Context: an optimization exercise on an open-source flow, tuned for small area. The choices shown serve that exercise and are no tape-out recipe. Function was not checked in any run shown here: the RTL went through the layout flow alone. No activity file was given, so power comes from the tool's default toggle rates.

==> flow/design.v, too long to show whole: its modules and the start of the top module <==
// module fir_fa: 4 lines
// module fir_ha: 4 lines
// module fir: 910 lines
module fir #(parameter DWIDTH = 16)
(
  input clk,
  input rstn,
  input signed [DWIDTH-1:0] i_data,
  output signed [(2*DWIDTH)-1:0] o_data
);
  // ...
==> flow/flow/run.sh <==
#!/bin/bash
set -euo pipefail
cd "$(dirname "$0")/.."
export CTS_ARGS="-sink_clustering_enable -repair_clock_nets -dont_use_dummy_load -sink_clustering_size 18 -sink_clustering_max_diameter 70 -buf_list {sky130_fd_sc_hd__clkbuf_8}"
export BUFFER_PORTS_ARGS="-buffer_cell sky130_fd_sc_hd__buf_1"
bash standard.sh > flow_make.log 2>&1
==> flow/standard.sh <==
#!/bin/bash
# synth_recipe.tcl (not shown) runs the flow's synth.tcl, then flattens the netlist and writes it again
# the make line also repeats each setting of config.mk as NAME=value (left out here)
make -C /OpenROAD-flow-scripts/flow DESIGN_CONFIG=/design/flow/config.mk WORK_HOME=/design/flow/orfs CLKGATE_MAP_FILE= SYNTH_SCRIPT=/design/flow/synth_recipe.tcl "${@:-finish}"
==> flow/config.mk <==
export PLATFORM = sky130hd
export DESIGN_NAME = fir
export DESIGN_NICKNAME = fir
export VERILOG_FILES = /design/flow/design.v
export SDC_FILE = /design/flow/constraint.sdc
export NUM_CORES = 4
export LEC_CHECK = 0
export CAP_MARGIN = 20
export CORE_MARGIN = 2
export CORE_UTILIZATION = 40
export SLEW_MARGIN = 20
export SYNTH_HIERARCHICAL = 1
export SYNTH_MINIMUM_KEEP_SIZE = 0
==> flow/constraint.sdc <==
create_clock -name core_clock -period 8.0 [get_ports {clk}]
set_input_delay 1.6000 -clock core_clock [delete_from_list [all_inputs] [get_ports {clk}]]
set_output_delay 1.6000 -clock core_clock [all_outputs]
set_load 0.01 [all_outputs]
==> results by group, run 1 <==
Worst setup path
  • Setup CP Type: reg2reg
  • Reg2reg start: v21
  • Stages on worst setup path: 21
  • CP Launch Point: v21

Synth
  • Mux cell area share after synthesis: 0%
  • Commonest cells in the netlist: dfxtp_1 (556), fa_1 (310), inv_1 (122), ha_1 (66), and2_1 (63)
  • Post-synth EDFFs: 0
  • Area share of and/or/nand/nor cells after synthesis: 4.64%
  • Primary FF master, synth: dfxtp_1
  • Synth Area in Compound Gates: 0.732%
  • Most common cell in the netlist: dfxtp_1
  • Post-Synth Adder-Cell Area: 35.4%
  • Combinational family with the most area after synthesis: adder cells
  • Sequential share of the synthesized area: 56.1%

Power
  • Sequential power: 2940 uW
  • Leakage power: 0.00933 uW

Cells and area
  • Register area: 0.0111 mm2
  • Commonest non-fill, non-tap cell in the layout: dfxtp_1
  • Layout Area Growth over Synthesis: 7.86%
  • Filler cells: 4402
  • Inverters: 122

Run status
  • Outcome: timing/DRC/antenna clean

Route
  • Mean number of vias per cell: 4.24
  • First-pass DRT Iterations: 4
  • Met2 wire len: 16400 um

Global routing
  • Grt met2 use: 24.3%

Placement
  • Cell Area, Placed: 0.0208 mm2
==> inputs of run 2 (changes only) <==
--- a/flow/config.mk
+++ b/flow/config.mk
@@ -9,4 +9,5 @@
 export CORE_MARGIN = 2
 export CORE_UTILIZATION = 40
+export GPL_TIMING_DRIVEN = 0
 export SLEW_MARGIN = 20
 export SYNTH_HIERARCHICAL = 1
==> results by group, run 2 <==
Power
  • Leakage power: 0.00933 uW (about the same)
  • Pwr dens: 232 mW/mm2 (about the same)
  • Pwr Total: 4970 uW (about the same)
  • Peak VDD IR: 0.156 mV (was 0.147 mV)

Synth
  • Flops & latches, synth: 556 (unchanged)
  • Synth Instances: 1279 (unchanged)
  • Ys async rst share: 0% (unchanged)
  • Most common cell in the netlist: dfxtp_1 (unchanged)
  • Synth Area per Inst: 15.5 um2 (unchanged)
  • Post-synth EDFFs: 0 (unchanged)
  • Syn_nets: 1673 (unchanged)
  • Synth warnings: 8 (unchanged)
  • Sequential share of the synthesized area: 56.1% (unchanged)
  • Synth top area share: 56.1% (unchanged)
  • Commonest cells in the netlist: dfxtp_1 (556), fa_1 (310), inv_1 (122), ha_1 (66), and2_1 (63) (unchanged)
  • Largest cells by area after synthesis: dfxtp_1 (56%), fa_1 (31%), ha_1 (4.2%) (unchanged)
  • Distinct cells, synth: 28 (unchanged)
  • Area leader, netlist: dfxtp_1 (unchanged)
  • Mapped Area: 0.0198 mm2 (unchanged)
  • Primary FF master, synth: dfxtp_1 (unchanged)

Clocking
  • Clock latency on the worst-skew pair: 630 ps (about the same)
  • CTS tree: built (unchanged)
  • Total CTS buffers: 41 (unchanged)
  • Max Buffers Root-to-Sink: 3 (unchanged)
  • H-tree depth: 2 (unchanged)
  • Clock Sinks: 556 (unchanged)
  • Reg clk slew, reported paths: 110 ps (was 100 ps)
  • Post-CTS setup buffer count: 0 (unchanged)
  • Root Driver: clkbuf_8 (unchanged)

Cells and area
  • Filler cells: 4390 (was 4402)
  • Regs by FF count: d (432), acc (32) (unchanged)
  • Nets: 1764 (was 1756)
  • Final cell count without fillers: 2032 (was 2024)
  • Max reg flops: 432 (unchanged)
  • Layout Area Growth over Synthesis: 7.96% (was 7.86%)
  • Ant. Diodes: 0 (unchanged)
  • Most frequent cells in the layout: dfxtp_1 (553), fa_1 (310), inv_1 (122) (was dfxtp_1 (556), fa_1 (310), inv_1 (122))
  • Share of cells above drive strength 1: 3.87% (was 3.82%)
  • Commonest non-fill, non-tap cell in the layout: dfxtp_1 (unchanged)
  • Largest reg by FF count: d (unchanged)

Placement
  • RD Place Congestion: 0.859 (was 0.869)
  • DP Cell Count: 1991 (was 1983)
  • DPL Wire Length: 28600 um (was 29200 um)
  • Place WS: 254 ps (was 464 ps)
  • # port buffers: 48 (was 49)

Route
  • Mean number of vias per cell: 4.18 (was 4.24)
  • DR iter-0 viols: 308 (was 389)
  • # DRC: 0 (unchanged)
  • Via count: 8489 (was 8591)
  • Drt wl/cell: 17.1 um (was 17.6 um)
  • Total Wirelength: 34800 um (was 35600 um)
  • Antenna-violating nets left: 0 (unchanged)
  • First-pass DRT Iterations: 4 (unchanged)

Floorplanning
  • Core Area: 0.0490 mm2 (unchanged)
  • Die Ht: 227 um (unchanged)
  • Die area: 0.0514 mm2 (unchanged)
  • IO Pins: 50 (unchanged)
  • Initial Util: 40.5% (unchanged)
  • # rows: 81 (unchanged)
  • Die width: 227 um (unchanged)

Global routing
  • Number of global-route vias before repair: 9780 (was 9744)
  • First-pass GRT wire length: 55000 um (was 55800 um)
  • Grt total ovfl: 0 (unchanged)
  • Antenna violations before repair: 0 (unchanged)
  • Largest net degree at the start of global routing: 19 (was 29)
  • Global-route usage over all layers: 14.7% (was 14.9%)

Worst setup path
  • Critical Path RT: 8490 ps (was 8480 ps)
  • Worst Setup Start Kind: flop (unchanged)
  • Setup CP Type: reg2reg (unchanged)
  • Crit-path max FO: 7 (was 16)
  • Crit. End Element: flop (unchanged)
  • Crit path DAT: 8130 ps (was 8060 ps)

Timing
  • Setup Viol. Count Final: 0 (unchanged)
  • Period minus WS final: 7640 ps (was 7580 ps)
  • Final worst-path cycle share: 95.5% (was 94.8%)
  • Slew HR: 57.4% (was 68.7%)
  • Fmax: 0.131 GHz (was 0.132 GHz)
  • Worst Tran Pin Value: 638 ps (was 469 ps)
  • Fin. Hold Viols: 0 (unchanged)
  • Setup Skew: 79.5 ps (was 85.8 ps)
  • Setup repair after global routing missed its margin: no (unchanged)
  • Slew Viols, Final: 0 (unchanged)
  • Hold slack: 269 ps (was 291 ps)
  • Final setup TNS: 0 ps (unchanged)
  • Final worst setup slack: 361 ps (was 419 ps)

Hold path
  • Worst min-delay path class: reg2reg (unchanged)

Run status
  • Outcome: timing/DRC/antenna clean (unchanged)

Flow run
  • Max cap viols: 0 (unchanged)
[run 2: cell types whose count changed in the layout (fill, tap and decap cells not counted), sizes merged]
cell,previous run,this run
buf,54,51
clkbuf,41,52
[run 2: kinds of logic (layout without fill, tap and decap cells)]
kind of cell | Yosys count | in the layout | synth area share (%)
xor gates and xnor gates | 11 | 11 | 0.486
AOI/OAI and AO/OA | 21 | 21 | 0.732
adders and majority gates | 376 | 376 | 35.4
buffers and inverters | 136 | 225 | 2.59
DFF | 556 | 556 | 56.1
and+or+nand+nor | 179 | 179 | 4.64
[run 2: what timing repair did]
item                                    4_1_cts  5_1_grt
gates resized for setup                       0        3
hold buffers                                  0        0
endpoints found under the setup margin        0        3
[run 2: Yosys stat by module (local to each module, per instance)]
module  cell area [um2]  cells inside  times used  flip-flops and latches
fir               13300           939           1                     556
fir_ha             12.5             1          30                       0
fir_fa             20.0             1         310                       0
[run 2: layer usage]
metal	track usage (%)	part of all wire [%]	up-vias
li1	-	-	4032
met1	18.7	45	4275
met2	24.9	48	120
met3	3.20	3.8	62
met4	4.80	3.0	0
met5	0	0	-
[run 2: final cells by class]
cell class,count,area [um2],area share [%]
sequential,556,11100,52.0
multi-input combinational,587,8190,38.3
tap,664,831,3.88
clock buffer,41,564,2.63
inverter,122,458,2.14
timing repair buffer,48,180,0.841
buffer,14,56.3,0.263
[run 2: final timing paths]
path / start / end / slack, ps / cells past startpoint
min reg2reg: d[3][2] / d[4][2] / 270 / 0
min: d[3][2] / d[4][2] / 270 / 0
max: v15 / x2[18] / 360 / 21
max reg2reg: v15 / x2[18] / 360 / 21
[run 2: critical path: stages, from the launching register on]
cell,delay (ps)
dfxtp_1,390
and2_1,170
ha_1,210
fa_1,380
fa_1,390
fa_1,410
fa_1,390
fa_1,400
fa_1,410
fa_1,400
fa_1,400
fa_1,400
fa_1,410
fa_1,400
fa_1,410
fa_1,390
fa_1,420
fa_1,600
inv_1,80
ha_1,190
inv_1,50
ha_1,210
[run 2: power breakdown]
part / switching [uW] / internal (uW) / leakage [uW]
sequential: 43.4 / 2890 / 0.00465
clock: 806 / 461 / 0.000295
combinational: 417 / 358 / 0.00439
total: 1270 / 3710 / 0.00933
[run 2: through the flow]
stage | util [%] | instance area, um2
after detailed placement | 42.6 | 20800
after global placement | 42.6 | 20800
final | 43.8 | 21400
after global routing | 43.8 | 21400
after CTS | 43.7 | 21400
after floorplan | - | 19800
==> inputs of run 3 (changes only) <==
--- a/flow/config.mk
+++ b/flow/config.mk
@@ -9,5 +9,7 @@
 export CORE_MARGIN = 2
 export CORE_UTILIZATION = 40
+export GPL_ROUTABILITY_DRIVEN = 0
 export GPL_TIMING_DRIVEN = 0
+export PLACE_DENSITY = 0.7
 export SLEW_MARGIN = 20
 export SYNTH_HIERARCHICAL = 1
==> results by group, run 3 <==
Route
  • First-pass DRT Iterations: 6 (was 4)
  • Mean number of vias per cell: 4.22 (was 4.18)
  • Antenna-violating nets left: 0 (unchanged)
  • Drt wl/cell: 15.8 um (was 17.1 um)
  • # DRC: 0 (unchanged)
  • Via count: 8573 (was 8489)
  • DR iter-0 viols: 363 (was 308)
  • Total Wirelength: 32100 um (was 34800 um)

Cells and area
  • Final cell count without fillers: 2031 (was 2032)
  • Regs by FF count: d (432), acc (32) (unchanged)
  • Most frequent cells in the layout: dfxtp_1 (556), fa_1 (310), inv_1 (122) (was dfxtp_1 (553), fa_1 (310), inv_1 (122))
  • Share of cells above drive strength 1: 3.58% (was 3.87%)
  • Ant. Diodes: 0 (unchanged)
  • Layout Area Growth over Synthesis: 7.87% (was 7.96%)
  • Largest reg by FF count: d (unchanged)
  • Commonest non-fill, non-tap cell in the layout: dfxtp_1 (unchanged)
  • Nets: 1763 (was 1764)
  • Max reg flops: 432 (unchanged)

Floorplanning
  • IO Pins: 50 (unchanged)
  • # rows: 81 (unchanged)
  • Core Area: 0.0490 mm2 (unchanged)
  • Die width: 227 um (unchanged)
  • Die area: 0.0514 mm2 (unchanged)
  • Die Ht: 227 um (unchanged)
  • Initial Util: 40.5% (unchanged)

Synth
  • Mapped Area: 0.0198 mm2 (unchanged)
  • Syn_nets: 1673 (unchanged)
  • Flops & latches, synth: 556 (unchanged)
  • Post-synth EDFFs: 0 (unchanged)
  • Synth top area share: 56.1% (unchanged)
  • Primary FF master, synth: dfxtp_1 (unchanged)
  • Commonest cells in the netlist: dfxtp_1 (556), fa_1 (310), inv_1 (122), ha_1 (66), and2_1 (63) (unchanged)
  • Synth Instances: 1279 (unchanged)
  • Ys async rst share: 0% (unchanged)
  • Largest cells by area after synthesis: dfxtp_1 (56%), fa_1 (31%), ha_1 (4.2%) (unchanged)
  • Distinct cells, synth: 28 (unchanged)
  • Synth warnings: 8 (unchanged)
  • Area leader, netlist: dfxtp_1 (unchanged)
  • Most common cell in the netlist: dfxtp_1 (unchanged)
  • Sequential share of the synthesized area: 56.1% (unchanged)
  • Synth Area per Inst: 15.5 um2 (unchanged)

Timing
  • Final setup TNS: 0 ps (unchanged)
  • Fmax: 0.131 GHz (about the same)
  • Period minus WS final: 7650 ps (was 7640 ps)
  • Setup Viol. Count Final: 0 (unchanged)
  • Final worst-path cycle share: 95.6% (was 95.5%)
  • Setup repair after global routing missed its margin: no (unchanged)
  • Setup Skew: 63.8 ps (was 79.5 ps)
  • Worst Tran Pin Value: 627 ps (was 638 ps)
  • Slew HR: 58.2% (was 57.4%)
  • Slew Viols, Final: 0 (unchanged)
  • Fin. Hold Viols: 0 (unchanged)

Placement
  • DP Cell Count: 1991 (unchanged)
  • # port buffers: 48 (unchanged)
  • DPL Wire Length: 26200 um (was 28600 um)

Global routing
  • Antenna violations before repair: 2 (was 0)
  • Largest net degree at the start of global routing: 19 (unchanged)
  • Global-route usage over all layers: 13.4% (was 14.7%)
  • Number of global-route vias before repair: 9912 (was 9780)
  • Grt total ovfl: 0 (unchanged)
  • First-pass GRT wire length: 51600 um (was 55000 um)

Worst setup path
  • Critical Path RT: 8480 ps (was 8490 ps)
  • Worst Setup Start Kind: flop (unchanged)
  • Crit. End Element: flop (unchanged)
  • Crit path DAT: 8130 ps (about the same)
  • Crit-path max FO: 7 (unchanged)
  • Setup CP Type: reg2reg (unchanged)

Clocking
  • H-tree depth: 2 (unchanged)
  • Cts repair resizes: 0 (unchanged)
  • Clock latency on the worst-skew pair: 610 ps (was 630 ps)
  • Clock Sinks: 556 (unchanged)
  • Reg clk slew, reported paths: 100 ps (was 110 ps)
  • CTS tree: built (unchanged)
  • Total CTS buffers: 40 (was 41)
  • Post-CTS setup buffer count: 0 (unchanged)
  • Max Buffers Root-to-Sink: 3 (unchanged)
  • Root Driver: clkbuf_8 (unchanged)
  • # hold bufs at CTS: 0 (unchanged)

Power
  • P_sw: 1240 uW (was 1270 uW)
  • Leakage power: 0.00932 uW (was 0.00933 uW)
  • Comb power frac: 15.4% (was 15.6%)
  • Peak VDD IR: 0.0934 mV (was 0.156 mV)
  • Part of the power in registers: 59.5% (was 59.0%)
  • Pwr dens: 230 mW/mm2 (was 232 mW/mm2)
  • Internal power: 3690 uW (was 3710 uW)
  • Clk pwr share: 25.2% (was 25.5%)
  • Net Sw Frac: 25.1% (was 25.5%)

Flow run
  • Max cap viols: 0 (unchanged)

Run status
  • Outcome: timing/DRC/antenna clean (unchanged)

Hold path
  • Worst min-delay path class: reg2reg (unchanged)
[run 3: layout make-up]
| type | instances | area (um2) |
|---|---|---|
| fill | 4359 | 27600 |
| tap | 664 | 831 |
| sequential | 556 | 11100 |
| buffer | 14 | 56.3 |
| multi-input combinational | 587 | 8190 |
| clock buffer | 40 | 551 |
| inverter | 122 | 458 |
| timing repair buffer | 48 | 180 |
[run 3: critical path, stage by stage, from the launching register on]
cell,delay [ps]
dfxtp_1,390
and2_1,230
ha_1,210
fa_1,410
fa_1,410
fa_1,400
fa_1,540
fa_1,450
fa_1,420
fa_1,420
fa_1,400
fa_1,400
fa_1,390
fa_1,410
fa_1,400
fa_1,400
fa_1,390
fa_1,420
fa_1,450
[run 3: cells by family (layout without fill, tap and decap cells)]
| kind of cell | count (synthesis) | in the layout | synth area share, % |
|---|---|---|---|
| AO/OA/AOI/OAI | 21 | 21 | 0.732 |
| adder cells (fa/ha/maj) | 376 | 376 | 35.4 |
| flip-flops | 556 | 556 | 56.1 |
| buffers and inverters | 136 | 224 | 2.59 |
| AND/OR/NAND/NOR | 179 | 179 | 4.64 |
| XOR/XNOR | 11 | 11 | 0.486 |
[run 3: metal layers]
metal | track usage, % | routed length, um | vias up
met4 | 6.05 | 1230 | 0
met5 | 0 | 0 | -
met3 | 2.33 | 1390 | 78
met1 | 16.2 | 13600 | 4301
li1 | - | - | 4027
met2 | 23.5 | 15900 | 167
[run 3: through the flow]
stage	utilization (%)	worst slack (ps)	power (uW)	cell area, um2	hold slack (ps)
detailed placement	42.6	315	3770	20800	312
global placement	42.6	318	3730	20800	310
finish	43.7	349	4930	21400	290
CTS	43.7	306	5030	21400	284
floorplan	-	899	3580	19800	310
global route	43.7	42.1	5270	21400	282
[run 3: power groups by stage]
stage,clock network [uW],registers [uW],logic [uW]
floorplan,0,2980,600
global placement,0,2990,734
detailed placement,0,3000,770
CTS,1320,2930,774
global route,1420,2950,902
finish,1240,2930,758
[run 3: path summary, 6_finish.rpt]
| kind | cells after the start | startpoint | end | slack, ps |
|---|---|---|---|---|
| worst max-delay path | 18 | v21 | x6[15] | 350 |
| worst min-delay path | 0 | d[3][2] | d[4][2] | 290 |
| worst max register to register | 18 | v21 | x6[15] | 350 |
| worst min register to register | 0 | d[3][2] | d[4][2] | 290 |
[run 3: per-module statistics from Yosys, one instance, submodules excluded]
module  cells inside  times used  flip-flops and latches
fir              939           1                     556
fir_ha             1          30                       0
fir_fa             1         310                       0
==> inputs of run 4 (changes only) <==
==> flow/flow/run.sh (replaced) <==
#!/bin/bash
set -euo pipefail
cd "$(dirname "$0")/.."
export CTS_ARGS="-sink_clustering_enable -repair_clock_nets -dont_use_dummy_load -sink_clustering_size 16 -sink_clustering_max_diameter 60 -buf_list {sky130_fd_sc_hd__clkbuf_8}"
export BUFFER_PORTS_ARGS="-buffer_cell sky130_fd_sc_hd__buf_1"
bash standard.sh > flow_make.log 2>&1
--- a/flow/config.mk
+++ b/flow/config.mk
@@ -9,7 +9,4 @@
 export CORE_MARGIN = 2
 export CORE_UTILIZATION = 40
-export GPL_ROUTABILITY_DRIVEN = 0
-export GPL_TIMING_DRIVEN = 0
-export PLACE_DENSITY = 0.7
 export SLEW_MARGIN = 20
 export SYNTH_HIERARCHICAL = 1
==> results by group, run 4 <==
Clocking
  • Total CTS buffers: 46 (was 40)
  • Reg clk slew, reported paths: 90 ps (was 100 ps)
  • Clock Sinks: 556 (unchanged)
  • Clock latency on the worst-skew pair: 650 ps (was 610 ps)
  • Max Buffers Root-to-Sink: 3 (unchanged)
  • Cts repair resizes: 0 (unchanged)
  • Post-CTS setup buffer count: 0 (unchanged)
  • CTS tree: built (unchanged)
  • H-tree depth: 2 (unchanged)
  • Root Driver: clkbuf_8 (unchanged)
  • # hold bufs at CTS: 0 (unchanged)

Cells and area
  • Share of cells above drive strength 1: 4.18% (was 3.58%)
  • Final cell count without fillers: 2029 (was 2031)
  • Most frequent cells in the layout: dfxtp_1 (556), fa_1 (310), inv_1 (122) (unchanged)
  • Ant. Diodes: 0 (unchanged)
  • Largest reg by FF count: d (unchanged)
  • Max reg flops: 432 (unchanged)
  • Design Area, Final: 0.0215 mm2 (was 0.0214 mm2)
  • Regs by FF count: d (432), acc (32) (unchanged)
  • Layout Area Growth over Synthesis: 8.21% (was 7.87%)
  • Nets: 1761 (was 1763)
  • Commonest non-fill, non-tap cell in the layout: dfxtp_1 (unchanged)

Floorplanning
  • Core Area: 0.0490 mm2 (unchanged)
  • Die area: 0.0514 mm2 (unchanged)
  • Die Ht: 227 um (unchanged)
  • # rows: 81 (unchanged)
  • Die width: 227 um (unchanged)
  • Initial Util: 40.5% (unchanged)
  • IO Pins: 50 (unchanged)

Placement
  • # port buffers: 49 (was 48)
  • RD Place Congestion: 0.869
  • DP Cell Count: 1983 (was 1991)
  • Place WS: 464 ps (was 315 ps)
  • Cell Area, Placed: 0.0208 mm2 (about the same)
  • DPL Wire Length: 29200 um (was 26200 um)

Global routing
  • Grt total ovfl: 0 (unchanged)
  • GR Util met1: 20.0% (was 16.2%)
  • Antenna violations before repair: 0 (was 2)
  • Global-route usage over all layers: 15.0% (was 13.4%)
  • Met3 usage: 2.62% (was 2.33%)
  • Busiest grt layer: met2 (unchanged)
  • Grt met2 use: 24.4% (was 23.5%)
  • Largest net degree at the start of global routing: 29 (was 19)
  • First-pass GRT wire length: 56000 um (was 51600 um)
  • Number of global-route vias before repair: 9819 (was 9912)

Synth
  • Flops & latches, synth: 556 (unchanged)
  • Post-synth EDFFs: 0 (unchanged)
  • Ys async rst share: 0% (unchanged)
  • Synth top area share: 56.1% (unchanged)
  • Syn_nets: 1673 (unchanged)
  • Area leader, netlist: dfxtp_1 (unchanged)
  • Most common cell in the netlist: dfxtp_1 (unchanged)
  • Primary FF master, synth: dfxtp_1 (unchanged)
  • Synth Area per Inst: 15.5 um2 (unchanged)
  • Mapped Area: 0.0198 mm2 (unchanged)
  • Synth warnings: 8 (unchanged)
  • Commonest cells in the netlist: dfxtp_1 (556), fa_1 (310), inv_1 (122), ha_1 (66), and2_1 (63) (unchanged)
  • Largest cells by area after synthesis: dfxtp_1 (56%), fa_1 (31%), ha_1 (4.2%) (unchanged)
  • Sequential share of the synthesized area: 56.1% (unchanged)
  • Synth Instances: 1279 (unchanged)
  • Distinct cells, synth: 28 (unchanged)

Route
  • DR iter-0 viols: 408 (was 363)
  • Mean number of vias per cell: 4.24 (was 4.22)
  • # DRC: 0 (unchanged)
  • First-pass DRT Iterations: 4 (was 6)
  • Via count: 8608 (was 8573)
  • Antenna-violating nets left: 0 (unchanged)
  • Total Wirelength: 35600 um (was 32100 um)
  • Drt wl/cell: 17.5 um (was 15.8 um)

Timing
  • Final worst setup slack: 455 ps (was 349 ps)
  • Fin. Hold Viols: 0 (unchanged)
  • Setup Viol. Count Final: 0 (unchanged)
  • Slew Viols, Final: 0 (unchanged)
  • Setup repair after global routing missed its margin: no (unchanged)
  • Slew HR: 68.4% (was 58.2%)
  • Final worst-path cycle share: 94.3% (was 95.6%)
  • Fmax: 0.133 GHz (was 0.131 GHz)
  • Period minus WS final: 7550 ps (was 7650 ps)
  • Worst Tran Pin Value: 473 ps (was 627 ps)
  • Final setup TNS: 0 ps (unchanged)
  • Setup Skew: 109 ps (was 63.8 ps)

Worst setup path
  • Worst r2r dst: x6[18] (was x6[15])
  • Crit-path max FO: 16 (was 7)
  • Setup CP Type: reg2reg (unchanged)
  • R2R depth: 21 (was 18)
  • R2R Setup Slk: 450 ps (was 350 ps)
  • Crit. End Element: flop (unchanged)
  • Worst Setup Start Kind: flop (unchanged)
  • Crit path DAT: 8030 ps (was 8130 ps)
  • Reg2reg start: v21 (unchanged)
  • Critical Path RT: 8480 ps (about the same)

Flow run
  • Max cap viols: 0 (unchanged)

Power
  • Pwr dens: 234 mW/mm2 (was 230 mW/mm2)
  • Pwr Total: 5030 uW (was 4930 uW)
  • Leakage power: 0.00937 uW (was 0.00932 uW)
  • Peak VDD IR: 0.163 mV (was 0.0934 mV)

Hold path
  • Worst hold path endpoint: d[5][2] (was d[4][2])
  • Worst Hold Launch: d[4][2] (was d[3][2])
  • Hold path cells: 0 (unchanged)
  • Worst min-delay path class: reg2reg (unchanged)

Run status
  • Outcome: timing/DRC/antenna clean (unchanged)
run 4: changes by cell type in the layout (fill, tap and decap cells not counted):
| cell | delta |
|---|---|
| buf_4 | +5 |
| buf_2 | -3 |
| clkbuf_1 | -11 |
| buf_1 | +1 |
| clkbuf_8 | +6 |
run 4: worst max-delay path, stage by stage, from the launching register on:
cell	delay, ps
dfxtp_1	430
and2_1	230
ha_1	190
fa_1	390
fa_1	390
fa_1	390
fa_1	400
fa_1	390
fa_1	390
fa_1	390
fa_1	400
fa_1	400
fa_1	390
fa_1	390
fa_1	390
fa_1	390
fa_1	390
fa_1	540
inv_1	70
ha_1	190
inv_1	50
ha_1	210
run 4: power breakdown:
group	switching, uW	internal, uW	total, uW
clock network	804	513	1320
registers	48.5	2890	2940
logic	418	359	777
total	1270	3760	5030
run 4: per-module statistics from Yosys, one instance, submodules excluded:
module / cells / area, um2 / times used
fir_fa: 1 / 20.0 / 310
fir_ha: 1 / 12.5 / 30
fir: 939 / 13300 / 1
run 4: kinds of logic after synthesis:
logic type               share of synthesized area (%)
adder cells (fa/ha/maj)                           35.4
AND/OR/NAND/NOR                                   4.64
flip-flops                                        56.1
AO/OA/AOI/OAI                                    0.732
buffers and inverters                             2.59
XOR/XNOR                                         0.486
run 4: through the flow:
step | hold slack [ps] | util (%)
floorplan | 310 | -
global placement | 310 | 42.6
detailed placement | 312 | 42.6
CTS | 268 | 43.9
global route | 288 | 43.9
finish | 287 | 43.9
run 4: worst max path at each step:
stage | end | slack [ps] | cells after the start | start
floorplan | x6[18] | 900 | 21 | v21
global placement | x6[18] | 530 | 21 | v21
detailed placement | x2[18] | 460 | 22 | v25
CTS | x2[20] | 400 | 18 | v15
global route | x6[18] | 140 | 21 | v21
finish | x6[18] | 450 | 21 | v21
run 4: final cells by class:
class	count	area [um2]
Sequential cell	556	11100
Inverter	122	458
Tap cell	664	831
Timing Repair Buffer	54	221
Fill cell	4397	27500
Clock buffer	46	633
Multi-Input combinational cell	587	8190
run 4: per-layer routing:
metal | part of all wire, % | vias up
li1 | - | 4023
met1 | 47 | 4371
met2 | 46 | 145
met3 | 4.0 | 69
met4 | 3.0 | 0
met5 | 0 | -

-- re-timing with driven ports --
Ports are ideal in the flow. The routed layouts listed here were re-timed in OpenROAD.
Step 1, drivers: a clkbuf_16 drives clk and a buf_2 each remaining input, both assumed.
Step 2 moves the port delays by t, midway between the first and last clock arrival at a register: inputs arrive t later, outputs are due t later. That takes back most of the time a late clock gives input paths.
a / b / c = no drivers / after step 1 / after step 2; a / b = the first two.
run	t (ns)	slack for setup (ns)	worst data-port slew with drivers (ns)
run 1	0.637	0.419 / 0.419 / 0.419	0.03
run 2	0.638	0.361 / 0.361 / 0.361	0.03
run 3	0.629	0.349 / 0.349 / 0.349	0.03
run 4	0.649	0.455 / 0.455 / 0.455	0.03
After both steps every run listed still meets setup and hold.
